This design comes from an exercise in tuning for small area and a short achievable clock period on the open sky130 flow, not from production work. In this exercise RTL edits were held to simulation tests only and were not proved equivalent to the original. The flow treats the clock pin as an ideal source, which a real chip does not have. Power is estimated from default activity; no workload was simulated.

==> flow/design.v <==
module pe (
    input wire clk,
    input wire rst,
    input wire [31:0] a,
    input wire [31:0] b,
    output wire [31:0] c
);
  reg [63:0] st;
  wire [32:0] bx = {b, 1'b0};
  wire [15:0] one, two, neg;
  genvar gi;
  generate
    for (gi = 0; gi < 16; gi = gi + 1) begin : enc
      assign one[gi] = bx[2*gi+1] ^ bx[2*gi];
      assign two[gi] = (bx[2*gi+2] & ~bx[2*gi+1] & ~bx[2*gi]) | (~bx[2*gi+2] & bx[2*gi+1] & bx[2*gi]);
      assign neg[gi] = bx[2*gi+2];
    end
  endgenerate
  wire [31:0] pp0;
  wire x0 = one[0] & a[0];
  wire e0 = neg[0] & ~x0;
  assign pp0[31:1] = ((a[31:1] & {31{one[0]}}) | (a[30:0] & {31{two[0]}})) ^ {31{neg[0]}};
  assign pp0[0] = x0;
  wire [29:0] pp1;
  wire x1 = one[1] & a[0];
  wire e1 = neg[1] & ~x1;
  assign pp1[29:1] = ((a[29:1] & {29{one[1]}}) | (a[28:0] & {29{two[1]}})) ^ {29{neg[1]}};
  assign pp1[0] = x1;
  wire [27:0] pp2;
  wire x2 = one[2] & a[0];
  wire e2 = neg[2] & ~x2;
  assign pp2[27:1] = ((a[27:1] & {27{one[2]}}) | (a[26:0] & {27{two[2]}})) ^ {27{neg[2]}};
  assign pp2[0] = x2;
  wire [25:0] pp3;
  wire x3 = one[3] & a[0];
  wire e3 = neg[3] & ~x3;
  assign pp3[25:1] = ((a[25:1] & {25{one[3]}}) | (a[24:0] & {25{two[3]}})) ^ {25{neg[3]}};
  assign pp3[0] = x3;
  wire [23:0] pp4;
  wire x4 = one[4] & a[0];
  wire e4 = neg[4] & ~x4;
  assign pp4[23:1] = ((a[23:1] & {23{one[4]}}) | (a[22:0] & {23{two[4]}})) ^ {23{neg[4]}};
  assign pp4[0] = x4;
  wire [21:0] pp5;
  wire x5 = one[5] & a[0];
  wire e5 = neg[5] & ~x5;
  assign pp5[21:1] = ((a[21:1] & {21{one[5]}}) | (a[20:0] & {21{two[5]}})) ^ {21{neg[5]}};
  assign pp5[0] = x5;
  wire [19:0] pp6;
  wire x6 = one[6] & a[0];
  wire e6 = neg[6] & ~x6;
  assign pp6[19:1] = ((a[19:1] & {19{one[6]}}) | (a[18:0] & {19{two[6]}})) ^ {19{neg[6]}};
  assign pp6[0] = x6;
  wire [17:0] pp7;
  wire x7 = one[7] & a[0];
  wire e7 = neg[7] & ~x7;
  assign pp7[17:1] = ((a[17:1] & {17{one[7]}}) | (a[16:0] & {17{two[7]}})) ^ {17{neg[7]}};
  assign pp7[0] = x7;
  wire [15:0] pp8;
  wire x8 = one[8] & a[0];
  wire e8 = neg[8] & ~x8;
  assign pp8[15:1] = ((a[15:1] & {15{one[8]}}) | (a[14:0] & {15{two[8]}})) ^ {15{neg[8]}};
  assign pp8[0] = x8;
  wire [13:0] pp9;
  wire x9 = one[9] & a[0];
  wire e9 = neg[9] & ~x9;
  assign pp9[13:1] = ((a[13:1] & {13{one[9]}}) | (a[12:0] & {13{two[9]}})) ^ {13{neg[9]}};
  assign pp9[0] = x9;
  wire [11:0] pp10;
  wire x10 = one[10] & a[0];
  wire e10 = neg[10] & ~x10;
  assign pp10[11:1] = ((a[11:1] & {11{one[10]}}) | (a[10:0] & {11{two[10]}})) ^ {11{neg[10]}};
  assign pp10[0] = x10;
  wire [9:0] pp11;
  wire x11 = one[11] & a[0];
  wire e11 = neg[11] & ~x11;
  assign pp11[9:1] = ((a[9:1] & {9{one[11]}}) | (a[8:0] & {9{two[11]}})) ^ {9{neg[11]}};
  assign pp11[0] = x11;
  wire [7:0] pp12;
  wire x12 = one[12] & a[0];
  wire e12 = neg[12] & ~x12;
  assign pp12[7:1] = ((a[7:1] & {7{one[12]}}) | (a[6:0] & {7{two[12]}})) ^ {7{neg[12]}};
  assign pp12[0] = x12;
  wire [5:0] pp13;
  wire x13 = one[13] & a[0];
  wire e13 = neg[13] & ~x13;
  assign pp13[5:1] = ((a[5:1] & {5{one[13]}}) | (a[4:0] & {5{two[13]}})) ^ {5{neg[13]}};
  assign pp13[0] = x13;
  wire [3:0] pp14;
  wire x14 = one[14] & a[0];
  wire e14 = neg[14] & ~x14;
  assign pp14[3:1] = ((a[3:1] & {3{one[14]}}) | (a[2:0] & {3{two[14]}})) ^ {3{neg[14]}};
  assign pp14[0] = x14;
  wire [1:0] pp15;
  wire x15 = one[15] & a[0];
  wire e15 = neg[15] & ~x15;
  assign pp15[1:1] = ((a[1:1] & {1{one[15]}}) | (a[0:0] & {1{two[15]}})) ^ {1{neg[15]}};
  assign pp15[0] = x15;
  wire s1, k2;
  ha u1 (.a(st[0]), .b(x0), .s(s1), .co(k2));
  wire s3, k4;
  fa u3 (.a(st[1]), .b(e0), .c(pp0[1]), .s(s3), .co(k4));
  wire s5, k6;
  ha u5 (.a(k2), .b(s3), .s(s5), .co(k6));
  wire s7, k8;
  fa u7 (.a(st[2]), .b(pp0[2]), .c(x1), .s(s7), .co(k8));
  wire s9, k10;
  fa u9 (.a(k4), .b(s7), .c(k6), .s(s9), .co(k10));
  wire s11, k12;
  fa u11 (.a(st[3]), .b(e1), .c(pp0[3]), .s(s11), .co(k12));
  wire s13, k14;
  fa u13 (.a(pp1[1]), .b(k8), .c(s11), .s(s13), .co(k14));
  wire s15, k16;
  ha u15 (.a(s13), .b(k10), .s(s15), .co(k16));
  wire s17, k18;
  fa u17 (.a(st[4]), .b(pp0[4]), .c(pp1[2]), .s(s17), .co(k18));
  wire s19, k20;
  fa u19 (.a(x2), .b(k12), .c(s17), .s(s19), .co(k20));
  wire s21, k22;
  fa u21 (.a(k14), .b(s19), .c(k16), .s(s21), .co(k22));
  wire s23, k24;
  fa u23 (.a(st[5]), .b(e2), .c(pp0[5]), .s(s23), .co(k24));
  wire s25, k26;
  fa u25 (.a(pp1[3]), .b(pp2[1]), .c(k18), .s(s25), .co(k26));
  wire s27, k28;
  fa u27 (.a(s23), .b(k20), .c(s25), .s(s27), .co(k28));
  wire s29, k30;
  ha u29 (.a(s27), .b(k22), .s(s29), .co(k30));
  wire s31, k32;
  fa u31 (.a(st[6]), .b(pp0[6]), .c(pp1[4]), .s(s31), .co(k32));
  wire s33, k34;
  fa u33 (.a(pp2[2]), .b(x3), .c(k24), .s(s33), .co(k34));
  wire s35, k36;
  fa u35 (.a(s31), .b(k26), .c(s33), .s(s35), .co(k36));
  wire s37, k38;
  fa u37 (.a(k28), .b(s35), .c(k30), .s(s37), .co(k38));
  wire s39, k40;
  fa u39 (.a(st[7]), .b(st[8]), .c(e3), .s(s39), .co(k40));
  wire s41, k42;
  fa u41 (.a(pp0[7]), .b(pp1[5]), .c(pp2[3]), .s(s41), .co(k42));
  wire s43, k44;
  fa u43 (.a(pp3[1]), .b(s39), .c(k32), .s(s43), .co(k44));
  wire s45, k46;
  fa u45 (.a(s41), .b(k34), .c(s43), .s(s45), .co(k46));
  wire s47, k48;
  ha u47 (.a(k36), .b(s45), .s(s47), .co(k48));
  wire s49, k50;
  fa u49 (.a(st[9]), .b(pp0[8]), .c(pp1[6]), .s(s49), .co(k50));
  wire s51, k52;
  fa u51 (.a(pp2[4]), .b(pp3[2]), .c(x4), .s(s51), .co(k52));
  wire s53, k54;
  fa u53 (.a(k40), .b(k42), .c(s49), .s(s53), .co(k54));
  wire s55, k56;
  fa u55 (.a(s51), .b(k44), .c(s53), .s(s55), .co(k56));
  wire s57, k58;
  fa u57 (.a(k46), .b(s55), .c(k48), .s(s57), .co(k58));
  wire s59, k60;
  fa u59 (.a(st[10]), .b(e4), .c(pp0[9]), .s(s59), .co(k60));
  wire s61, k62;
  fa u61 (.a(pp1[7]), .b(pp2[5]), .c(pp3[3]), .s(s61), .co(k62));
  wire s63, k64;
  fa u63 (.a(pp4[1]), .b(k50), .c(k52), .s(s63), .co(k64));
  wire s65, k66;
  fa u65 (.a(s59), .b(s61), .c(k54), .s(s65), .co(k66));
  wire s67, k68;
  fa u67 (.a(s63), .b(k56), .c(s65), .s(s67), .co(k68));
  wire s69, k70;
  ha u69 (.a(s67), .b(k58), .s(s69), .co(k70));
  wire s71, k72;
  fa u71 (.a(st[11]), .b(st[12]), .c(pp0[10]), .s(s71), .co(k72));
  wire s73, k74;
  fa u73 (.a(pp1[8]), .b(pp2[6]), .c(pp3[4]), .s(s73), .co(k74));
  wire s75, k76;
  fa u75 (.a(pp4[2]), .b(x5), .c(k60), .s(s75), .co(k76));
  wire s77, k78;
  fa u77 (.a(k62), .b(s71), .c(s73), .s(s77), .co(k78));
  wire s79, k80;
  fa u79 (.a(k64), .b(s75), .c(s77), .s(s79), .co(k80));
  wire s81, k82;
  fa u81 (.a(k66), .b(s79), .c(k68), .s(s81), .co(k82));
  wire s83, k84;
  fa u83 (.a(st[13]), .b(st[14]), .c(e5), .s(s83), .co(k84));
  wire s85, k86;
  fa u85 (.a(pp0[11]), .b(pp1[9]), .c(pp2[7]), .s(s85), .co(k86));
  wire s87, k88;
  fa u87 (.a(pp3[5]), .b(pp4[3]), .c(pp5[1]), .s(s87), .co(k88));
  wire s89, k90;
  fa u89 (.a(s83), .b(k72), .c(k74), .s(s89), .co(k90));
  wire s91, k92;
  fa u91 (.a(s85), .b(s87), .c(k76), .s(s91), .co(k92));
  wire s93, k94;
  fa u93 (.a(s89), .b(k78), .c(s91), .s(s93), .co(k94));
  wire s95, k96;
  ha u95 (.a(k80), .b(s93), .s(s95), .co(k96));
  wire s97, k98;
  fa u97 (.a(st[15]), .b(pp0[12]), .c(pp1[10]), .s(s97), .co(k98));
  wire s99, k100;
  fa u99 (.a(pp2[8]), .b(pp3[6]), .c(pp4[4]), .s(s99), .co(k100));
  wire s101, k102;
  fa u101 (.a(pp5[2]), .b(x6), .c(k84), .s(s101), .co(k102));
  wire s103, k104;
  fa u103 (.a(k86), .b(k88), .c(s97), .s(s103), .co(k104));
  wire s105, k106;
  fa u105 (.a(s99), .b(s101), .c(k90), .s(s105), .co(k106));
  wire s107, k108;
  fa u107 (.a(s103), .b(k92), .c(s105), .s(s107), .co(k108));
  wire s109, k110;
  fa u109 (.a(k94), .b(s107), .c(k96), .s(s109), .co(k110));
  wire s111, k112;
  fa u111 (.a(st[16]), .b(st[17]), .c(e6), .s(s111), .co(k112));
  wire s113, k114;
  fa u113 (.a(pp0[13]), .b(pp1[11]), .c(pp2[9]), .s(s113), .co(k114));
  wire s115, k116;
  fa u115 (.a(pp3[7]), .b(pp4[5]), .c(pp5[3]), .s(s115), .co(k116));
  wire s117, k118;
  fa u117 (.a(pp6[1]), .b(s111), .c(k98), .s(s117), .co(k118));
  wire s119, k120;
  fa u119 (.a(k100), .b(s113), .c(s115), .s(s119), .co(k120));
  wire s121, k122;
  fa u121 (.a(k102), .b(k104), .c(s117), .s(s121), .co(k122));
  wire s123, k124;
  fa u123 (.a(s119), .b(k106), .c(s121), .s(s123), .co(k124));
  wire s125, k126;
  ha u125 (.a(k108), .b(s123), .s(s125), .co(k126));
  wire s127, k128;
  fa u127 (.a(st[18]), .b(st[19]), .c(pp0[14]), .s(s127), .co(k128));
  wire s129, k130;
  fa u129 (.a(pp1[12]), .b(pp2[10]), .c(pp3[8]), .s(s129), .co(k130));
  wire s131, k132;
  fa u131 (.a(pp4[6]), .b(pp5[4]), .c(pp6[2]), .s(s131), .co(k132));
  wire s133, k134;
  fa u133 (.a(x7), .b(k112), .c(k114), .s(s133), .co(k134));
  wire s135, k136;
  fa u135 (.a(k116), .b(s127), .c(s129), .s(s135), .co(k136));
  wire s137, k138;
  fa u137 (.a(s131), .b(k118), .c(s133), .s(s137), .co(k138));
  wire s139, k140;
  fa u139 (.a(k120), .b(s135), .c(k122), .s(s139), .co(k140));
  wire s141, k142;
  fa u141 (.a(s137), .b(s139), .c(k124), .s(s141), .co(k142));
  wire s143, k144;
  fa u143 (.a(st[20]), .b(st[21]), .c(e7), .s(s143), .co(k144));
  wire s145, k146;
  fa u145 (.a(pp0[15]), .b(pp1[13]), .c(pp2[11]), .s(s145), .co(k146));
  wire s147, k148;
  fa u147 (.a(pp3[9]), .b(pp4[7]), .c(pp5[5]), .s(s147), .co(k148));
  wire s149, k150;
  fa u149 (.a(pp6[3]), .b(pp7[1]), .c(s143), .s(s149), .co(k150));
  wire s151, k152;
  fa u151 (.a(k128), .b(k130), .c(k132), .s(s151), .co(k152));
  wire s153, k154;
  fa u153 (.a(s145), .b(s147), .c(s149), .s(s153), .co(k154));
  wire s155, k156;
  fa u155 (.a(k134), .b(k136), .c(s151), .s(s155), .co(k156));
  wire s157, k158;
  fa u157 (.a(s153), .b(k138), .c(s155), .s(s157), .co(k158));
  wire s159, k160;
  ha u159 (.a(k140), .b(s157), .s(s159), .co(k160));
  wire s161, k162;
  fa u161 (.a(st[22]), .b(st[23]), .c(pp0[16]), .s(s161), .co(k162));
  wire s163, k164;
  fa u163 (.a(pp1[14]), .b(pp2[12]), .c(pp3[10]), .s(s163), .co(k164));
  wire s165, k166;
  fa u165 (.a(pp4[8]), .b(pp5[6]), .c(pp6[4]), .s(s165), .co(k166));
  wire s167, k168;
  fa u167 (.a(pp7[2]), .b(x8), .c(k144), .s(s167), .co(k168));
  wire s169, k170;
  fa u169 (.a(k146), .b(k148), .c(s161), .s(s169), .co(k170));
  wire s171, k172;
  fa u171 (.a(s163), .b(s165), .c(k150), .s(s171), .co(k172));
  wire s173, k174;
  fa u173 (.a(s167), .b(k152), .c(s169), .s(s173), .co(k174));
  wire s175, k176;
  fa u175 (.a(k154), .b(s171), .c(k156), .s(s175), .co(k176));
  wire s177, k178;
  fa u177 (.a(s173), .b(k158), .c(s175), .s(s177), .co(k178));
  wire s179, k180;
  fa u179 (.a(st[24]), .b(st[25]), .c(e8), .s(s179), .co(k180));
  wire s181, k182;
  fa u181 (.a(pp0[17]), .b(pp1[15]), .c(pp2[13]), .s(s181), .co(k182));
  wire s183, k184;
  fa u183 (.a(pp3[11]), .b(pp4[9]), .c(pp5[7]), .s(s183), .co(k184));
  wire s185, k186;
  fa u185 (.a(pp6[5]), .b(pp7[3]), .c(pp8[1]), .s(s185), .co(k186));
  wire s187, k188;
  fa u187 (.a(s179), .b(k162), .c(k164), .s(s187), .co(k188));
  wire s189, k190;
  fa u189 (.a(k166), .b(s181), .c(s183), .s(s189), .co(k190));
  wire s191, k192;
  fa u191 (.a(s185), .b(k168), .c(k170), .s(s191), .co(k192));
  wire s193, k194;
  fa u193 (.a(s187), .b(s189), .c(k172), .s(s193), .co(k194));
  wire s195, k196;
  fa u195 (.a(k174), .b(s191), .c(s193), .s(s195), .co(k196));
  wire s197, k198;
  ha u197 (.a(k176), .b(s195), .s(s197), .co(k198));
  wire s199, k200;
  fa u199 (.a(st[26]), .b(st[27]), .c(pp0[18]), .s(s199), .co(k200));
  wire s201, k202;
  fa u201 (.a(pp1[16]), .b(pp2[14]), .c(pp3[12]), .s(s201), .co(k202));
  wire s203, k204;
  fa u203 (.a(pp4[10]), .b(pp5[8]), .c(pp6[6]), .s(s203), .co(k204));
  wire s205, k206;
  fa u205 (.a(pp7[4]), .b(pp8[2]), .c(x9), .s(s205), .co(k206));
  wire s207, k208;
  fa u207 (.a(k180), .b(k182), .c(k184), .s(s207), .co(k208));
  wire s209, k210;
  fa u209 (.a(k186), .b(s199), .c(s201), .s(s209), .co(k210));
  wire s211, k212;
  fa u211 (.a(s203), .b(s205), .c(k188), .s(s211), .co(k212));
  wire s213, k214;
  fa u213 (.a(k190), .b(s207), .c(s209), .s(s213), .co(k214));
  wire s215, k216;
  fa u215 (.a(k192), .b(s211), .c(k194), .s(s215), .co(k216));
  wire s217, k218;
  fa u217 (.a(s213), .b(k196), .c(s215), .s(s217), .co(k218));
  wire s219, k220;
  fa u219 (.a(st[28]), .b(st[29]), .c(st[30]), .s(s219), .co(k220));
  wire s221, k222;
  fa u221 (.a(s219), .b(e9), .c(pp0[19]), .s(s221), .co(k222));
  wire s223, k224;
  fa u223 (.a(pp1[17]), .b(pp2[15]), .c(pp3[13]), .s(s223), .co(k224));
  wire s225, k226;
  fa u225 (.a(pp4[11]), .b(pp5[9]), .c(pp6[7]), .s(s225), .co(k226));
  wire s227, k228;
  fa u227 (.a(pp7[5]), .b(pp8[3]), .c(pp9[1]), .s(s227), .co(k228));
  wire s229, k230;
  fa u229 (.a(k200), .b(k202), .c(k204), .s(s229), .co(k230));
  wire s231, k232;
  fa u231 (.a(k206), .b(s221), .c(s223), .s(s231), .co(k232));
  wire s233, k234;
  fa u233 (.a(s225), .b(s227), .c(k208), .s(s233), .co(k234));
  wire s235, k236;
  fa u235 (.a(k210), .b(s229), .c(s231), .s(s235), .co(k236));
  wire s237, k238;
  fa u237 (.a(k212), .b(s233), .c(k214), .s(s237), .co(k238));
  wire s239, k240;
  ha u239 (.a(s235), .b(k216), .s(s239), .co(k240));
  wire s241, k242;
  fa u241 (.a(st[31]), .b(st[32]), .c(k220), .s(s241), .co(k242));
  wire s243, k244;
  fa u243 (.a(s241), .b(pp0[20]), .c(pp1[18]), .s(s243), .co(k244));
  wire s245, k246;
  fa u245 (.a(pp2[16]), .b(pp3[14]), .c(pp4[12]), .s(s245), .co(k246));
  wire s247, k248;
  fa u247 (.a(pp5[10]), .b(pp6[8]), .c(pp7[6]), .s(s247), .co(k248));
  wire s249, k250;
  fa u249 (.a(pp8[4]), .b(pp9[2]), .c(x10), .s(s249), .co(k250));
  wire s251, k252;
  fa u251 (.a(k222), .b(k224), .c(k226), .s(s251), .co(k252));
  wire s253, k254;
  fa u253 (.a(k228), .b(s243), .c(s245), .s(s253), .co(k254));
  wire s255, k256;
  fa u255 (.a(s247), .b(s249), .c(k230), .s(s255), .co(k256));
  wire s257, k258;
  fa u257 (.a(k232), .b(s251), .c(s253), .s(s257), .co(k258));
  wire s259, k260;
  fa u259 (.a(k234), .b(s255), .c(k236), .s(s259), .co(k260));
  wire s261, k262;
  fa u261 (.a(s257), .b(k238), .c(s259), .s(s261), .co(k262));
  wire s263, k264;
  fa u263 (.a(st[33]), .b(st[34]), .c(st[35]), .s(s263), .co(k264));
  wire s265, k266;
  fa u265 (.a(s263), .b(k242), .c(e10), .s(s265), .co(k266));
  wire s267, k268;
  fa u267 (.a(pp0[21]), .b(pp10[1]), .c(pp1[19]), .s(s267), .co(k268));
  wire s269, k270;
  fa u269 (.a(pp2[17]), .b(pp3[15]), .c(pp4[13]), .s(s269), .co(k270));
  wire s271, k272;
  fa u271 (.a(pp5[11]), .b(pp6[9]), .c(pp7[7]), .s(s271), .co(k272));
  wire s273, k274;
  fa u273 (.a(pp8[5]), .b(pp9[3]), .c(s265), .s(s273), .co(k274));
  wire s275, k276;
  fa u275 (.a(k244), .b(k246), .c(k248), .s(s275), .co(k276));
  wire s277, k278;
  fa u277 (.a(k250), .b(s267), .c(s269), .s(s277), .co(k278));
  wire s279, k280;
  fa u279 (.a(s271), .b(s273), .c(k252), .s(s279), .co(k280));
  wire s281, k282;
  fa u281 (.a(k254), .b(s275), .c(s277), .s(s281), .co(k282));
  wire s283, k284;
  fa u283 (.a(k256), .b(s279), .c(k258), .s(s283), .co(k284));
  wire s285, k286;
  ha u285 (.a(s281), .b(k260), .s(s285), .co(k286));
  wire s287, k288;
  fa u287 (.a(st[36]), .b(st[37]), .c(k264), .s(s287), .co(k288));
  wire s289, k290;
  fa u289 (.a(s287), .b(pp0[22]), .c(pp10[2]), .s(s289), .co(k290));
  wire s291, k292;
  fa u291 (.a(pp1[20]), .b(pp2[18]), .c(pp3[16]), .s(s291), .co(k292));
  wire s293, k294;
  fa u293 (.a(pp4[14]), .b(pp5[12]), .c(pp6[10]), .s(s293), .co(k294));
  wire s295, k296;
  fa u295 (.a(pp7[8]), .b(pp8[6]), .c(pp9[4]), .s(s295), .co(k296));
  wire s297, k298;
  fa u297 (.a(x11), .b(k266), .c(k268), .s(s297), .co(k298));
  wire s299, k300;
  fa u299 (.a(k270), .b(k272), .c(s289), .s(s299), .co(k300));
  wire s301, k302;
  fa u301 (.a(s291), .b(s293), .c(s295), .s(s301), .co(k302));
  wire s303, k304;
  fa u303 (.a(k274), .b(k276), .c(s297), .s(s303), .co(k304));
  wire s305, k306;
  fa u305 (.a(k278), .b(s299), .c(s301), .s(s305), .co(k306));
  wire s307, k308;
  fa u307 (.a(k280), .b(s303), .c(k282), .s(s307), .co(k308));
  wire s309, k310;
  fa u309 (.a(s305), .b(k284), .c(s307), .s(s309), .co(k310));
  wire s311, k312;
  fa u311 (.a(st[38]), .b(st[39]), .c(st[40]), .s(s311), .co(k312));
  wire s313, k314;
  fa u313 (.a(s311), .b(k288), .c(e11), .s(s313), .co(k314));
  wire s315, k316;
  fa u315 (.a(pp0[23]), .b(pp10[3]), .c(pp11[1]), .s(s315), .co(k316));
  wire s317, k318;
  fa u317 (.a(pp1[21]), .b(pp2[19]), .c(pp3[17]), .s(s317), .co(k318));
  wire s319, k320;
  fa u319 (.a(pp4[15]), .b(pp5[13]), .c(pp6[11]), .s(s319), .co(k320));
  wire s321, k322;
  fa u321 (.a(pp7[9]), .b(pp8[7]), .c(pp9[5]), .s(s321), .co(k322));
  wire s323, k324;
  fa u323 (.a(s313), .b(k290), .c(k292), .s(s323), .co(k324));
  wire s325, k326;
  fa u325 (.a(k294), .b(k296), .c(s315), .s(s325), .co(k326));
  wire s327, k328;
  fa u327 (.a(s317), .b(s319), .c(s321), .s(s327), .co(k328));
  wire s329, k330;
  fa u329 (.a(k298), .b(k300), .c(s323), .s(s329), .co(k330));
  wire s331, k332;
  fa u331 (.a(k302), .b(s325), .c(s327), .s(s331), .co(k332));
  wire s333, k334;
  fa u333 (.a(k304), .b(s329), .c(k306), .s(s333), .co(k334));
  wire s335, k336;
  ha u335 (.a(s331), .b(k308), .s(s335), .co(k336));
  wire s337, k338;
  fa u337 (.a(st[41]), .b(st[42]), .c(k312), .s(s337), .co(k338));
  wire s339, k340;
  fa u339 (.a(s337), .b(pp0[24]), .c(pp10[4]), .s(s339), .co(k340));
  wire s341, k342;
  fa u341 (.a(pp11[2]), .b(pp1[22]), .c(pp2[20]), .s(s341), .co(k342));
  wire s343, k344;
  fa u343 (.a(pp3[18]), .b(pp4[16]), .c(pp5[14]), .s(s343), .co(k344));
  wire s345, k346;
  fa u345 (.a(pp6[12]), .b(pp7[10]), .c(pp8[8]), .s(s345), .co(k346));
  wire s347, k348;
  fa u347 (.a(pp9[6]), .b(x12), .c(k314), .s(s347), .co(k348));
  wire s349, k350;
  fa u349 (.a(k316), .b(k318), .c(k320), .s(s349), .co(k350));
  wire s351, k352;
  fa u351 (.a(k322), .b(s339), .c(s341), .s(s351), .co(k352));
  wire s353, k354;
  fa u353 (.a(s343), .b(s345), .c(s347), .s(s353), .co(k354));
  wire s355, k356;
  fa u355 (.a(k324), .b(k326), .c(s349), .s(s355), .co(k356));
  wire s357, k358;
  fa u357 (.a(k328), .b(s351), .c(s353), .s(s357), .co(k358));
  wire s359, k360;
  fa u359 (.a(k330), .b(s355), .c(k332), .s(s359), .co(k360));
  wire s361, k362;
  fa u361 (.a(s357), .b(k334), .c(s359), .s(s361), .co(k362));
  wire s363, k364;
  fa u363 (.a(st[43]), .b(st[44]), .c(st[45]), .s(s363), .co(k364));
  wire s365, k366;
  fa u365 (.a(s363), .b(k338), .c(e12), .s(s365), .co(k366));
  wire s367, k368;
  fa u367 (.a(pp0[25]), .b(pp10[5]), .c(pp11[3]), .s(s367), .co(k368));
  wire s369, k370;
  fa u369 (.a(pp12[1]), .b(pp1[23]), .c(pp2[21]), .s(s369), .co(k370));
  wire s371, k372;
  fa u371 (.a(pp3[19]), .b(pp4[17]), .c(pp5[15]), .s(s371), .co(k372));
  wire s373, k374;
  fa u373 (.a(pp6[13]), .b(pp7[11]), .c(pp8[9]), .s(s373), .co(k374));
  wire s375, k376;
  fa u375 (.a(pp9[7]), .b(s365), .c(k340), .s(s375), .co(k376));
  wire s377, k378;
  fa u377 (.a(k342), .b(k344), .c(k346), .s(s377), .co(k378));
  wire s379, k380;
  fa u379 (.a(s367), .b(s369), .c(s371), .s(s379), .co(k380));
  wire s381, k382;
  fa u381 (.a(s373), .b(k348), .c(k350), .s(s381), .co(k382));
  wire s383, k384;
  fa u383 (.a(s375), .b(k352), .c(s377), .s(s383), .co(k384));
  wire s385, k386;
  fa u385 (.a(s379), .b(k354), .c(k356), .s(s385), .co(k386));
  wire s387, k388;
  fa u387 (.a(s381), .b(s383), .c(k358), .s(s387), .co(k388));
  wire s389, k390;
  ha u389 (.a(s385), .b(k360), .s(s389), .co(k390));
  wire s391, k392;
  fa u391 (.a(st[46]), .b(st[47]), .c(st[48]), .s(s391), .co(k392));
  wire s393, k394;
  fa u393 (.a(k364), .b(s391), .c(pp0[26]), .s(s393), .co(k394));
  wire s395, k396;
  fa u395 (.a(pp10[6]), .b(pp11[4]), .c(pp12[2]), .s(s395), .co(k396));
  wire s397, k398;
  fa u397 (.a(pp1[24]), .b(pp2[22]), .c(pp3[20]), .s(s397), .co(k398));
  wire s399, k400;
  fa u399 (.a(pp4[18]), .b(pp5[16]), .c(pp6[14]), .s(s399), .co(k400));
  wire s401, k402;
  fa u401 (.a(pp7[12]), .b(pp8[10]), .c(pp9[8]), .s(s401), .co(k402));
  wire s403, k404;
  fa u403 (.a(x13), .b(k366), .c(k368), .s(s403), .co(k404));
  wire s405, k406;
  fa u405 (.a(k370), .b(k372), .c(k374), .s(s405), .co(k406));
  wire s407, k408;
  fa u407 (.a(s393), .b(s395), .c(s397), .s(s407), .co(k408));
  wire s409, k410;
  fa u409 (.a(s399), .b(s401), .c(k376), .s(s409), .co(k410));
  wire s411, k412;
  fa u411 (.a(k378), .b(s403), .c(s405), .s(s411), .co(k412));
  wire s413, k414;
  fa u413 (.a(k380), .b(s407), .c(k382), .s(s413), .co(k414));
  wire s415, k416;
  fa u415 (.a(s409), .b(k384), .c(s411), .s(s415), .co(k416));
  wire s417, k418;
  fa u417 (.a(k386), .b(s413), .c(s415), .s(s417), .co(k418));
  wire s419, k420;
  fa u419 (.a(st[49]), .b(st[50]), .c(st[51]), .s(s419), .co(k420));
  wire s421, k422;
  fa u421 (.a(k392), .b(s419), .c(e13), .s(s421), .co(k422));
  wire s423, k424;
  fa u423 (.a(pp0[27]), .b(pp10[7]), .c(pp11[5]), .s(s423), .co(k424));
  wire s425, k426;
  fa u425 (.a(pp12[3]), .b(pp13[1]), .c(pp1[25]), .s(s425), .co(k426));
  wire s427, k428;
  fa u427 (.a(pp2[23]), .b(pp3[21]), .c(pp4[19]), .s(s427), .co(k428));
  wire s429, k430;
  fa u429 (.a(pp5[17]), .b(pp6[15]), .c(pp7[13]), .s(s429), .co(k430));
  wire s431, k432;
  fa u431 (.a(pp8[11]), .b(pp9[9]), .c(s421), .s(s431), .co(k432));
  wire s433, k434;
  fa u433 (.a(k394), .b(k396), .c(k398), .s(s433), .co(k434));
  wire s435, k436;
  fa u435 (.a(k400), .b(k402), .c(s423), .s(s435), .co(k436));
  wire s437, k438;
  fa u437 (.a(s425), .b(s427), .c(s429), .s(s437), .co(k438));
  wire s439, k440;
  fa u439 (.a(s431), .b(k404), .c(k406), .s(s439), .co(k440));
  wire s441, k442;
  fa u441 (.a(k408), .b(s433), .c(s435), .s(s441), .co(k442));
  wire s443, k444;
  fa u443 (.a(s437), .b(k410), .c(k412), .s(s443), .co(k444));
  wire s445, k446;
  fa u445 (.a(s439), .b(s441), .c(k414), .s(s445), .co(k446));
  wire s447, k448;
  ha u447 (.a(k416), .b(s443), .s(s447), .co(k448));
  wire s449, k450;
  fa u449 (.a(st[52]), .b(st[53]), .c(st[54]), .s(s449), .co(k450));
  wire s451, k452;
  fa u451 (.a(k420), .b(s449), .c(pp0[28]), .s(s451), .co(k452));
  wire s453, k454;
  fa u453 (.a(pp10[8]), .b(pp11[6]), .c(pp12[4]), .s(s453), .co(k454));
  wire s455, k456;
  fa u455 (.a(pp13[2]), .b(pp1[26]), .c(pp2[24]), .s(s455), .co(k456));
  wire s457, k458;
  fa u457 (.a(pp3[22]), .b(pp4[20]), .c(pp5[18]), .s(s457), .co(k458));
  wire s459, k460;
  fa u459 (.a(pp6[16]), .b(pp7[14]), .c(pp8[12]), .s(s459), .co(k460));
  wire s461, k462;
  fa u461 (.a(pp9[10]), .b(x14), .c(k422), .s(s461), .co(k462));
  wire s463, k464;
  fa u463 (.a(k424), .b(k426), .c(k428), .s(s463), .co(k464));
  wire s465, k466;
  fa u465 (.a(k430), .b(s451), .c(s453), .s(s465), .co(k466));
  wire s467, k468;
  fa u467 (.a(s455), .b(s457), .c(s459), .s(s467), .co(k468));
  wire s469, k470;
  fa u469 (.a(k432), .b(s461), .c(k434), .s(s469), .co(k470));
  wire s471, k472;
  fa u471 (.a(k436), .b(s463), .c(k438), .s(s471), .co(k472));
  wire s473, k474;
  fa u473 (.a(s465), .b(s467), .c(k440), .s(s473), .co(k474));
  wire s475, k476;
  fa u475 (.a(s469), .b(k442), .c(s471), .s(s475), .co(k476));
  wire s477, k478;
  fa u477 (.a(k444), .b(s473), .c(s475), .s(s477), .co(k478));
  wire s479, k480;
  fa u479 (.a(st[55]), .b(st[56]), .c(st[57]), .s(s479), .co(k480));
  wire s481, k482;
  fa u481 (.a(k450), .b(s479), .c(e14), .s(s481), .co(k482));
  wire s483, k484;
  fa u483 (.a(pp0[29]), .b(pp10[9]), .c(pp11[7]), .s(s483), .co(k484));
  wire s485, k486;
  fa u485 (.a(pp12[5]), .b(pp13[3]), .c(pp14[1]), .s(s485), .co(k486));
  wire s487, k488;
  fa u487 (.a(pp1[27]), .b(pp2[25]), .c(pp3[23]), .s(s487), .co(k488));
  wire s489, k490;
  fa u489 (.a(pp4[21]), .b(pp5[19]), .c(pp6[17]), .s(s489), .co(k490));
  wire s491, k492;
  fa u491 (.a(pp7[15]), .b(pp8[13]), .c(pp9[11]), .s(s491), .co(k492));
  wire s493, k494;
  fa u493 (.a(s481), .b(k452), .c(k454), .s(s493), .co(k494));
  wire s495, k496;
  fa u495 (.a(k456), .b(k458), .c(k460), .s(s495), .co(k496));
  wire s497, k498;
  fa u497 (.a(s483), .b(s485), .c(s487), .s(s497), .co(k498));
  wire s499, k500;
  fa u499 (.a(s489), .b(s491), .c(k462), .s(s499), .co(k500));
  wire s501, k502;
  fa u501 (.a(k464), .b(s493), .c(k466), .s(s501), .co(k502));
  wire s503, k504;
  fa u503 (.a(s495), .b(k468), .c(s497), .s(s503), .co(k504));
  wire s505, k506;
  fa u505 (.a(s499), .b(k470), .c(k472), .s(s505), .co(k506));
  wire s507, k508;
  fa u507 (.a(s501), .b(s503), .c(k474), .s(s507), .co(k508));
  wire s509, k510;
  ha u509 (.a(s505), .b(k476), .s(s509), .co(k510));
  wire s511, k512;
  fa u511 (.a(st[58]), .b(st[59]), .c(st[60]), .s(s511), .co(k512));
  wire s513, k514;
  fa u513 (.a(k480), .b(s511), .c(pp0[30]), .s(s513), .co(k514));
  wire s515, k516;
  fa u515 (.a(pp10[10]), .b(pp11[8]), .c(pp12[6]), .s(s515), .co(k516));
  wire s517, k518;
  fa u517 (.a(pp13[4]), .b(pp14[2]), .c(pp1[28]), .s(s517), .co(k518));
  wire s519, k520;
  fa u519 (.a(pp2[26]), .b(pp3[24]), .c(pp4[22]), .s(s519), .co(k520));
  wire s521, k522;
  fa u521 (.a(pp5[20]), .b(pp6[18]), .c(pp7[16]), .s(s521), .co(k522));
  wire s523, k524;
  fa u523 (.a(pp8[14]), .b(pp9[12]), .c(x15), .s(s523), .co(k524));
  wire s525, k526;
  fa u525 (.a(k482), .b(k484), .c(k486), .s(s525), .co(k526));
  wire s527, k528;
  fa u527 (.a(k488), .b(k490), .c(k492), .s(s527), .co(k528));
  wire s529, k530;
  fa u529 (.a(s513), .b(s515), .c(s517), .s(s529), .co(k530));
  wire s531, k532;
  fa u531 (.a(s519), .b(s521), .c(s523), .s(s531), .co(k532));
  wire s533, k534;
  fa u533 (.a(k494), .b(k496), .c(s525), .s(s533), .co(k534));
  wire s535, k536;
  fa u535 (.a(s527), .b(k498), .c(k500), .s(s535), .co(k536));
  wire s537, k538;
  fa u537 (.a(s529), .b(s531), .c(k502), .s(s537), .co(k538));
  wire s539, k540;
  fa u539 (.a(s533), .b(k504), .c(s535), .s(s539), .co(k540));
  wire s541, k542;
  fa u541 (.a(k506), .b(s537), .c(s539), .s(s541), .co(k542));
  wire s543, k544;
  fa u543 (.a(st[61]), .b(st[62]), .c(st[63]), .s(s543), .co(k544));
  wire s545, k546;
  fa u545 (.a(k512), .b(s543), .c(e15), .s(s545), .co(k546));
  wire s547, k548;
  fa u547 (.a(pp0[31]), .b(pp10[11]), .c(pp11[9]), .s(s547), .co(k548));
  wire s549, k550;
  fa u549 (.a(pp12[7]), .b(pp13[5]), .c(pp14[3]), .s(s549), .co(k550));
  wire s551, k552;
  fa u551 (.a(pp15[1]), .b(pp1[29]), .c(pp2[27]), .s(s551), .co(k552));
  wire s553, k554;
  fa u553 (.a(pp3[25]), .b(pp4[23]), .c(pp5[21]), .s(s553), .co(k554));
  wire s555, k556;
  fa u555 (.a(pp6[19]), .b(pp7[17]), .c(pp8[15]), .s(s555), .co(k556));
  wire s557, k558;
  fa u557 (.a(pp9[13]), .b(s545), .c(k514), .s(s557), .co(k558));
  wire s559, k560;
  fa u559 (.a(k516), .b(k518), .c(k520), .s(s559), .co(k560));
  wire s561, k562;
  fa u561 (.a(k522), .b(k524), .c(s547), .s(s561), .co(k562));
  wire s563, k564;
  fa u563 (.a(s549), .b(s551), .c(s553), .s(s563), .co(k564));
  wire s565, k566;
  fa u565 (.a(s555), .b(k526), .c(k528), .s(s565), .co(k566));
  wire s567, k568;
  fa u567 (.a(s557), .b(k530), .c(s559), .s(s567), .co(k568));
  wire s569, k570;
  fa u569 (.a(k532), .b(s561), .c(s563), .s(s569), .co(k570));
  wire s571, k572;
  fa u571 (.a(k534), .b(s565), .c(k536), .s(s571), .co(k572));
  wire s573, k574;
  fa u573 (.a(s567), .b(s569), .c(k538), .s(s573), .co(k574));
  wire s575, k576;
  ha u575 (.a(s571), .b(k540), .s(s575), .co(k576));
  wire [63:0] nx;
  assign nx[0] = s1;
  assign nx[1] = s5;
  assign nx[2] = s9;
  assign nx[3] = s15;
  assign nx[4] = s21;
  assign nx[5] = s29;
  assign nx[6] = s37;
  assign nx[7] = s47;
  assign nx[8] = k38;
  assign nx[9] = s57;
  assign nx[10] = s69;
  assign nx[11] = k70;
  assign nx[12] = s81;
  assign nx[13] = s95;
  assign nx[14] = k82;
  assign nx[15] = s109;
  assign nx[16] = s125;
  assign nx[17] = k110;
  assign nx[18] = k126;
  assign nx[19] = s141;
  assign nx[20] = k142;
  assign nx[21] = s159;
  assign nx[22] = k160;
  assign nx[23] = s177;
  assign nx[24] = k178;
  assign nx[25] = s197;
  assign nx[26] = k198;
  assign nx[27] = s217;
  assign nx[28] = s237;
  assign nx[29] = s239;
  assign nx[30] = k218;
  assign nx[31] = k240;
  assign nx[32] = s261;
  assign nx[33] = s283;
  assign nx[34] = s285;
  assign nx[35] = k262;
  assign nx[36] = k286;
  assign nx[37] = s309;
  assign nx[38] = s333;
  assign nx[39] = s335;
  assign nx[40] = k310;
  assign nx[41] = k336;
  assign nx[42] = s361;
  assign nx[43] = s387;
  assign nx[44] = s389;
  assign nx[45] = k362;
  assign nx[46] = k388;
  assign nx[47] = k390;
  assign nx[48] = s417;
  assign nx[49] = s445;
  assign nx[50] = s447;
  assign nx[51] = k418;
  assign nx[52] = k446;
  assign nx[53] = k448;
  assign nx[54] = s477;
  assign nx[55] = s507;
  assign nx[56] = s509;
  assign nx[57] = k478;
  assign nx[58] = k508;
  assign nx[59] = k510;
  assign nx[60] = s541;
  assign nx[61] = s573;
  assign nx[62] = s575;
  assign nx[63] = k542;
  always @(posedge clk or posedge rst) begin
    if (rst)
      st <= 64'd0;
    else
      st <= nx;
  end
  assign c[0] = st[0];
  assign c[1] = st[1];
  assign c[2] = st[2];
  assign c[3] = st[3];
  assign c[4] = st[4];
  assign c[5] = st[5];
  assign c[6] = st[6];
  wire s100001, k100002;
  fa u100001 (.a(st[28]), .b(st[29]), .c(st[30]), .s(s100001), .co(k100002));
  wire s100003, k100004;
  fa u100003 (.a(st[31]), .b(st[32]), .c(k100002), .s(s100003), .co(k100004));
  wire s100005, k100006;
  fa u100005 (.a(st[33]), .b(st[34]), .c(st[35]), .s(s100005), .co(k100006));
  wire s100007, k100008;
  fa u100007 (.a(st[36]), .b(st[37]), .c(k100006), .s(s100007), .co(k100008));
  wire s100009, k100010;
  fa u100009 (.a(st[38]), .b(st[39]), .c(st[40]), .s(s100009), .co(k100010));
  wire s100011, k100012;
  fa u100011 (.a(st[41]), .b(st[42]), .c(k100010), .s(s100011), .co(k100012));
  wire s100013, k100014;
  fa u100013 (.a(st[43]), .b(st[44]), .c(st[45]), .s(s100013), .co(k100014));
  wire s100015, k100016;
  fa u100015 (.a(st[46]), .b(st[47]), .c(st[48]), .s(s100015), .co(k100016));
  wire s100017, k100018;
  fa u100017 (.a(st[49]), .b(st[50]), .c(st[51]), .s(s100017), .co(k100018));
  wire s100019, k100020;
  fa u100019 (.a(st[52]), .b(st[53]), .c(st[54]), .s(s100019), .co(k100020));
  wire s100021, k100022;
  fa u100021 (.a(st[55]), .b(st[56]), .c(st[57]), .s(s100021), .co(k100022));
  wire s100023, k100024;
  fa u100023 (.a(st[58]), .b(st[59]), .c(st[60]), .s(s100023), .co(k100024));
  wire s100025, k100026;
  fa u100025 (.a(st[61]), .b(st[62]), .c(st[63]), .s(s100025), .co(k100026));
  wire [24:0] ax = {k100024, k100022, k100020, k100018, k100016, k100014, s100013, s100011, s100009, s100007, s100005, s100003, s100001, st[26], st[24], st[22], st[20], st[18], st[16], st[15], st[13], st[11], st[10], st[9], st[7]};
  wire [24:0] bxx = {s100025, s100023, s100021, s100019, s100017, s100015, k100012, 1'b0, k100008, 1'b0, k100004, 1'b0, 1'b0, st[27], st[25], st[23], st[21], st[19], st[17], 1'b0, st[14], st[12], 1'b0, 1'b0, st[8]};
  wire [24:0] p0 = ax ^ bxx;
  wire [24:0] g0 = ax & bxx;
  wire bg1 = g0[1] | (p0[1] & g0[0]);
  wire bg2 = g0[3] | (p0[3] & g0[2]);
  wire bp2 = p0[3] & p0[2];
  wire bg3 = g0[5] | (p0[5] & g0[4]);
  wire bp3 = p0[5] & p0[4];
  wire bg4 = g0[7] | (p0[7] & g0[6]);
  wire bp4 = p0[7] & p0[6];
  wire bg5 = g0[9] | (p0[9] & g0[8]);
  wire bp5 = p0[9] & p0[8];
  wire bg6 = g0[11] | (p0[11] & g0[10]);
  wire bp6 = p0[11] & p0[10];
  wire bg7 = g0[13] | (p0[13] & g0[12]);
  wire bp7 = p0[13] & p0[12];
  wire bg8 = g0[15] | (p0[15] & g0[14]);
  wire bp8 = p0[15] & p0[14];
  wire bg9 = g0[17] | (p0[17] & g0[16]);
  wire bp9 = p0[17] & p0[16];
  wire bg10 = g0[19] | (p0[19] & g0[18]);
  wire bp10 = p0[19] & p0[18];
  wire bg11 = g0[21] | (p0[21] & g0[20]);
  wire bp11 = p0[21] & p0[20];
  wire bg12 = g0[23] | (p0[23] & g0[22]);
  wire bp12 = p0[23] & p0[22];
  wire bg13 = bg2 | (bp2 & bg1);
  wire bg14 = bg4 | (bp4 & bg3);
  wire bp14 = bp4 & bp3;
  wire bg15 = bg6 | (bp6 & bg5);
  wire bp15 = bp6 & bp5;
  wire bg16 = bg8 | (bp8 & bg7);
  wire bp16 = bp8 & bp7;
  wire bg17 = bg10 | (bp10 & bg9);
  wire bp17 = bp10 & bp9;
  wire bg18 = bg12 | (bp12 & bg11);
  wire bp18 = bp12 & bp11;
  wire bg19 = bg14 | (bp14 & bg13);
  wire bg20 = bg16 | (bp16 & bg15);
  wire bp20 = bp16 & bp15;
  wire bg21 = bg18 | (bp18 & bg17);
  wire bp21 = bp18 & bp17;
  wire bg22 = bg20 | (bp20 & bg19);
  wire bg23 = bg21 | (bp21 & bg22);
  wire bg24 = bg15 | (bp15 & bg19);
  wire bg25 = bg17 | (bp17 & bg22);
  wire bg26 = bg3 | (bp3 & bg13);
  wire bg27 = bg5 | (bp5 & bg19);
  wire bg28 = bg7 | (bp7 & bg24);
  wire bg29 = bg9 | (bp9 & bg22);
  wire bg30 = bg11 | (bp11 & bg25);
  wire bg31 = g0[2] | (p0[2] & bg1);
  wire bg32 = g0[4] | (p0[4] & bg13);
  wire bg33 = g0[6] | (p0[6] & bg26);
  wire bg34 = g0[8] | (p0[8] & bg19);
  wire bg35 = g0[10] | (p0[10] & bg27);
  wire bg36 = g0[12] | (p0[12] & bg24);
  wire bg37 = g0[14] | (p0[14] & bg28);
  wire bg38 = g0[16] | (p0[16] & bg22);
  wire bg39 = g0[18] | (p0[18] & bg29);
  wire bg40 = g0[20] | (p0[20] & bg25);
  wire bg41 = g0[22] | (p0[22] & bg30);
  wire bg42 = g0[24] | (p0[24] & bg23);
  assign c[7] = p0[0];
  assign c[8] = p0[1] ^ g0[0];
  assign c[9] = p0[2] ^ bg1;
  assign c[10] = p0[3] ^ bg31;
  assign c[11] = p0[4] ^ bg13;
  assign c[12] = p0[5] ^ bg32;
  assign c[13] = p0[6] ^ bg26;
  assign c[14] = p0[7] ^ bg33;
  assign c[15] = p0[8] ^ bg19;
  assign c[16] = p0[9] ^ bg34;
  assign c[17] = p0[10] ^ bg27;
  assign c[18] = p0[11] ^ bg35;
  assign c[19] = p0[12] ^ bg24;
  assign c[20] = p0[13] ^ bg36;
  assign c[21] = p0[14] ^ bg28;
  assign c[22] = p0[15] ^ bg37;
  assign c[23] = p0[16] ^ bg22;
  assign c[24] = p0[17] ^ bg38;
  assign c[25] = p0[18] ^ bg29;
  assign c[26] = p0[19] ^ bg39;
  assign c[27] = p0[20] ^ bg25;
  assign c[28] = p0[21] ^ bg40;
  assign c[29] = p0[22] ^ bg30;
  assign c[30] = p0[23] ^ bg41;
  assign c[31] = p0[24] ^ bg23;
endmodule
module fa (
    input wire a,
    input wire b,
    input wire c,
    output wire s,
    output wire co
);
  assign s = a ^ b ^ c;
  assign co = (a & b) | (a & c) | (b & c);
endmodule
module ha (
    input wire a,
    input wire b,
    output wire s,
    output wire co
);
  assign s = a ^ b;
  assign co = a & b;
endmodule
==> flow/flow/run.sh <==
#!/bin/bash
set -euo pipefail
export BUFFER_PORTS_ARGS="-buffer_cell sky130_fd_sc_hd__buf_2"
export POST_CTS_TCL="$(pwd)/flow/post_cts.tcl"
bash standard.sh > standard.log 2>&1
==> flow/flow/post_cts.tcl <==
# Second setup repair pass after CTS, then legalize again.
puts "post_cts: second repair_timing pass"
repair_timing -setup -setup_margin $::env(SETUP_SLACK_MARGIN) -repair_tns 0 \
  -match_cell_footprint -verbose
detailed_placement
check_placement -verbose
report_worst_slack -max
==> flow/standard.sh <==
#!/bin/bash
# synth_recipe.tcl (not shown) runs the flow's synth.tcl, then flattens the netlist and writes it again
# the make line also repeats each setting of config.mk as NAME=value (left out here)
make -C /OpenROAD-flow-scripts/flow DESIGN_CONFIG=/design/flow/config.mk WORK_HOME=/design/flow/orfs CLKGATE_MAP_FILE= SYNTH_SCRIPT=/design/flow/synth_recipe.tcl "${@:-finish}"
==> flow/config.mk <==
export PLATFORM = sky130hd
export DESIGN_NAME = pe
export DESIGN_NICKNAME = pe
export VERILOG_FILES = /design/flow/design.v
export SDC_FILE = /design/flow/constraint.sdc
export NUM_CORES = 4
export LEC_CHECK = 0
export ABC_AREA = 1
export CAP_MARGIN = 20
export CORE_MARGIN = 2
export CORE_UTILIZATION = 40
export CTS_BUF_LIST = sky130_fd_sc_hd__clkbuf_8
export CTS_CLUSTER_SIZE = 30
export SETUP_SLACK_MARGIN = 3.7
export SLEW_MARGIN = 20
export SYNTH_HIERARCHICAL = 1
export TNS_END_PERCENT = 0
==> flow/constraint.sdc <==
create_clock -name core_clock -period 9.0 [get_ports {clk}]
set_input_delay 1.8000 -clock core_clock [delete_from_list [all_inputs] [get_ports {clk}]]
set_output_delay 1.8000 -clock core_clock [all_outputs]
set_load 0.01 [all_outputs]
==> results.txt <==
status=no timing/DRC/antenna violations; syn_area_per_cell=approximately 11 um2; Slew headroom=approximately 38%; Synth Area in XOR/XNOR=17.1%; Final Cycle Share=just under 60%; DIE AREA=0.0358 mm2; Layout Cells excl Fill=1,772; NumNets Final=around 1,700; max incr delay on CP=approximately 530 ps; WL/cell=about 24 um; clk_skew=8.48 ps; worst-margin pin slew=936 ps; Worst Hold End=st[0]; Synth Area in Compound Gates=~14%; Max Freq=roughly 0.19 GHz; Power, Total=7550 uW; DIE WIDTH=about 190 um; Clock power frac=approximately 3.8%; Starting DRT DRC Count=between 1,000 and 1,500; Worst Hold Class=reg -> reg; first drt pass iteration count=5; placed insts=roughly 1,700; CTS tree=built; GP Congestion=roughly 0.86; crit-path most repeated cell=fa_1; Filler Cells Inserted=~3,200; total grt overflow=0; Core ar.=roughly 0.034 mm2; max-cap viol count=0; Post-Syn Nets=approximately 1,700; final instance area=approximately 0.015 mm2; row count=67; largest family of logic cells by synthesized area=adder cells; worst hold start=st[0]; hold depth=1; Final Hold Viols=0; Distinct cells, synth=30; Detail Route Antenna Nets=0; Routed WL=~43,000 um; DRC Markers=0; Vias=approximately 10,000; Post-DP Area=around 0.014 mm2; Total GRT Usage=24.3%; sequential share of power=10.5%; share of the synthesized area in the top cell type=42.8%; setup tns final=0 ps; max reg flops=64; fin crit period=between 5000 and 6000 ps; worst path arrival time=about 5600 ps; pwr dens=about 500 mW/mm2; Worst EP required=between 9000 and 10,000 ps; final core occ=between 40% and 50%; mux share of post-synthesis cell area=0%; Sink Count=64; switching power=approximately 3800 uW; Syn. warnings=7; RSZ-0062 raised after global routing=true; Final HPWL DP=about 30,000 um; Crit path max-delay family=adder cells; most flop-heavy register=st; global-route wire length before repair=about 66,000 um; vias in the first global route=about 11,000; Initial Util=between 40% and 50%; Critical Path Start Type=input port; clk slew on worst S/H paths=approximately 90 ps; Die Y-Extent=between 150 and 200 um; Comb pwr share=85.7%; Crit-path slowest cell=fa_1; register area share after synthesis=11.7%; simple-gate share of the synthesized area=between 3 and 4%; Top Ports=slightly below 100; critical path class=in -> reg; Reg2Reg Depth=9; largest net degree at the start of global routing=65; Switching Share=around half; post-synth top area cell=fa_1; routed vias/inst=between 5 and 6; reg2reg end=st[37]; port bufs=between 90 and 100; peak supply drop=0.000259 V; Lkg Pwr=about 0.0064 uW; Top Registers=st x64; worst r2r src=st[28]; Finish-stage setup viols=0; worst path bufs/invs=1; CP Capture Type=flip-flop; initial antenna violation count=1; Clk Latency, worst-skew pair=approximately 390 ps; Pint=about 3700 uW; largest cells by area after synthesis=fa_1 (43%), xor2_1 (17%), dfrtp_1 (12%); R2R setup slack=approximately 4900 ps; share of cells above drive strength 1=between 15 and 20%; CP cell instances=buf_12 > nand2_1 > nor2_4 > a21oi_2 > o22ai_1 > xor2_1 > fa_1 > fa_1 > fa_1 > fa_1 > fa_1; register bit count reported by yosys=64; crit-path max FO=33; count of final max-slew check failures=0; Mapped Area=about 0.014 mm2; Post-Synth Adder-Cell Area=between 40% and 50%; area grow syn2layout=9.14%; Syn Inst Count=about 1,300
[final cells by class]
| type | instances | area, um2 | share of cell area (%) |
|---|---|---|---|
| Antenna cell | 2 | 5.00 | 0.0334 |
| Clock inverter | 7 | 80.1 | 0.535 |
| Multi-Input combinational cell | 1021 | 11300 | 75.6 |
| Inverter | 90 | 347 | 2.31 |
| Clock buffer | 9 | 124 | 0.827 |
| Timing Repair inverter | 1 | 7.51 | 0.0501 |
| Timing Repair Buffer | 130 | 921 | 6.15 |
| Tap cell | 448 | 561 | 3.74 |
| Sequential cell | 64 | 1600 | 10.7 |
[metrics by stage]
stage,setup WS (ps),hold WS (ps)
after detailed placement,2180,527
after floorplan,3780,480
after global routing,3630,545
final,3700,526
after global placement,2340,521
[how the worst max path moves through the flow]
stage | slack (ps) | endpoint | cells after the start | from
2_1_floorplan | 3780 | st[27] | 13 | b[13]
3_3_place_gp | 2340 | st[42] | 10 | b[0]
3_5_place_dp | 2180 | st[42] | 10 | b[0]
5_1_grt | 3630 | st[42] | 11 | b[5]
6_report | 3700 | st[42] | 11 | b[5]
[metal layers]
layer	track usage (%)	up-vias	share of wire [%]	wire length, um
met3	6.27	90	11	4630
li1	-	4344	-	-
met1	33.6	5323	41	17700
met4	8.38	0	3.0	1320
met5	0	-	0	0
met2	37.0	647	45	19600
[modules after synthesis, one instance, submodules excluded]
module / flip-flops and latches / cell area (um2)
ha: 0 / 12.5
pe: 64 / 7820
fa: 0 / 20.0
[worst register-to-register path, stage by stage, from the launching register on]
cell and delay (ps):
dfrtp_1 420, buf_4 140, buf_4 120, fa_1 420, fa_1 510, fa_1 480, fa_1 460, fa_1 490
fa_1 530, fa_1 410
[layout by cell type, fill, tap and decap left out, types with 2 or more instances in the layout]
cell type   count
nor2_2          3
inv_1          76
nand2_4         5
clkbuf_8        9
fa_2            2
o22ai_2        10
fa_1          291
dfrtp_1        64
nand2_2         7
nand4_1         4
xor2_1        263
ha_1           37
diode_2         2
a21oi_2         4
inv_2           5
nand2_1        48
xnor2_1         4
nor2_4          4
nand2_8         3
buf_2          86
o21ai_0        20
buf_12          8
a21oi_1         9
a21oi_4        10
clkinv_4        2
o22ai_1       244
buf_6           6
nand3_1         4
nor2_1         43
inv_6           2
clkinv_1        6
buf_4          27
clkinvlp_4      5
[logic make-up (layout without fill, tap and decap cells)]
logic type               Yosys count  count (layout)
AO/OA/AOI/OAI                    296             299
XOR/XNOR                         268             268
adder cells (fa/ha/maj)          330             330
buffers and inverters            215             237
flip-flops                        64              64
other                              0               2
AND/OR/NAND/NOR                  124             124
[power by group through the flow]
stage / Sequential [uW] / Clock, uW / Combinational, uW
global placement: 802 / 0 / 6260
floorplan: 765 / 0 / 4470
detailed placement: 802 / 0 / 6420
global route: 818 / 297 / 7420
finish: 793 / 284 / 6470
[synth_stat cells]
library cell	count
o22ai_2	10
nand2_2	5
buf_2	63
o21ai_0	20
fa_1	293
o22ai_1	244
nor2_1	45
nand3_1	4
a21oi_1	10
or2_2	1
a21oi_4	2
nor2_2	5
clkbuf_1	30
inv_2	4
a21oi_2	8
buf_4	23
xnor2_1	4
dfrtp_1	64
nand4_1	4
and3_1	1
a21o_1	1
a31o_2	1
buf_6	5
ha_1	37
nand2_1	58
nor3_1	1
xor2_1	264
inv_1	79
clkinv_1	7
buf_1	4

==> re-timing with driven ports <==
In the flow no input, the clock included, has a driving cell. The finished layout below was timed again as built, in two steps. Step 1: set_driving_cell puts a clkbuf_16 on clk and a buf_2 on each other input, an assumption about the parent block. Step 2 times the ports against the registers' clock, not the clock port: input delays grow and output delays shrink by t, the midpoint of the rising clock arrivals with the driver on. a / b / c = no drivers / after step 1 / after step 2; a / b = the first two.
t (ns): 0.434
setup slack, ns: 3.700 / 3.685 / 3.251
worst setup path at the end: input to register
slew at the worst register clock pin (ns): 0.10 / 0.10
After both steps this run still meets setup and hold. The setup slack of this run moves by -0.015 ns with the drivers and by -0.449 ns with both steps.
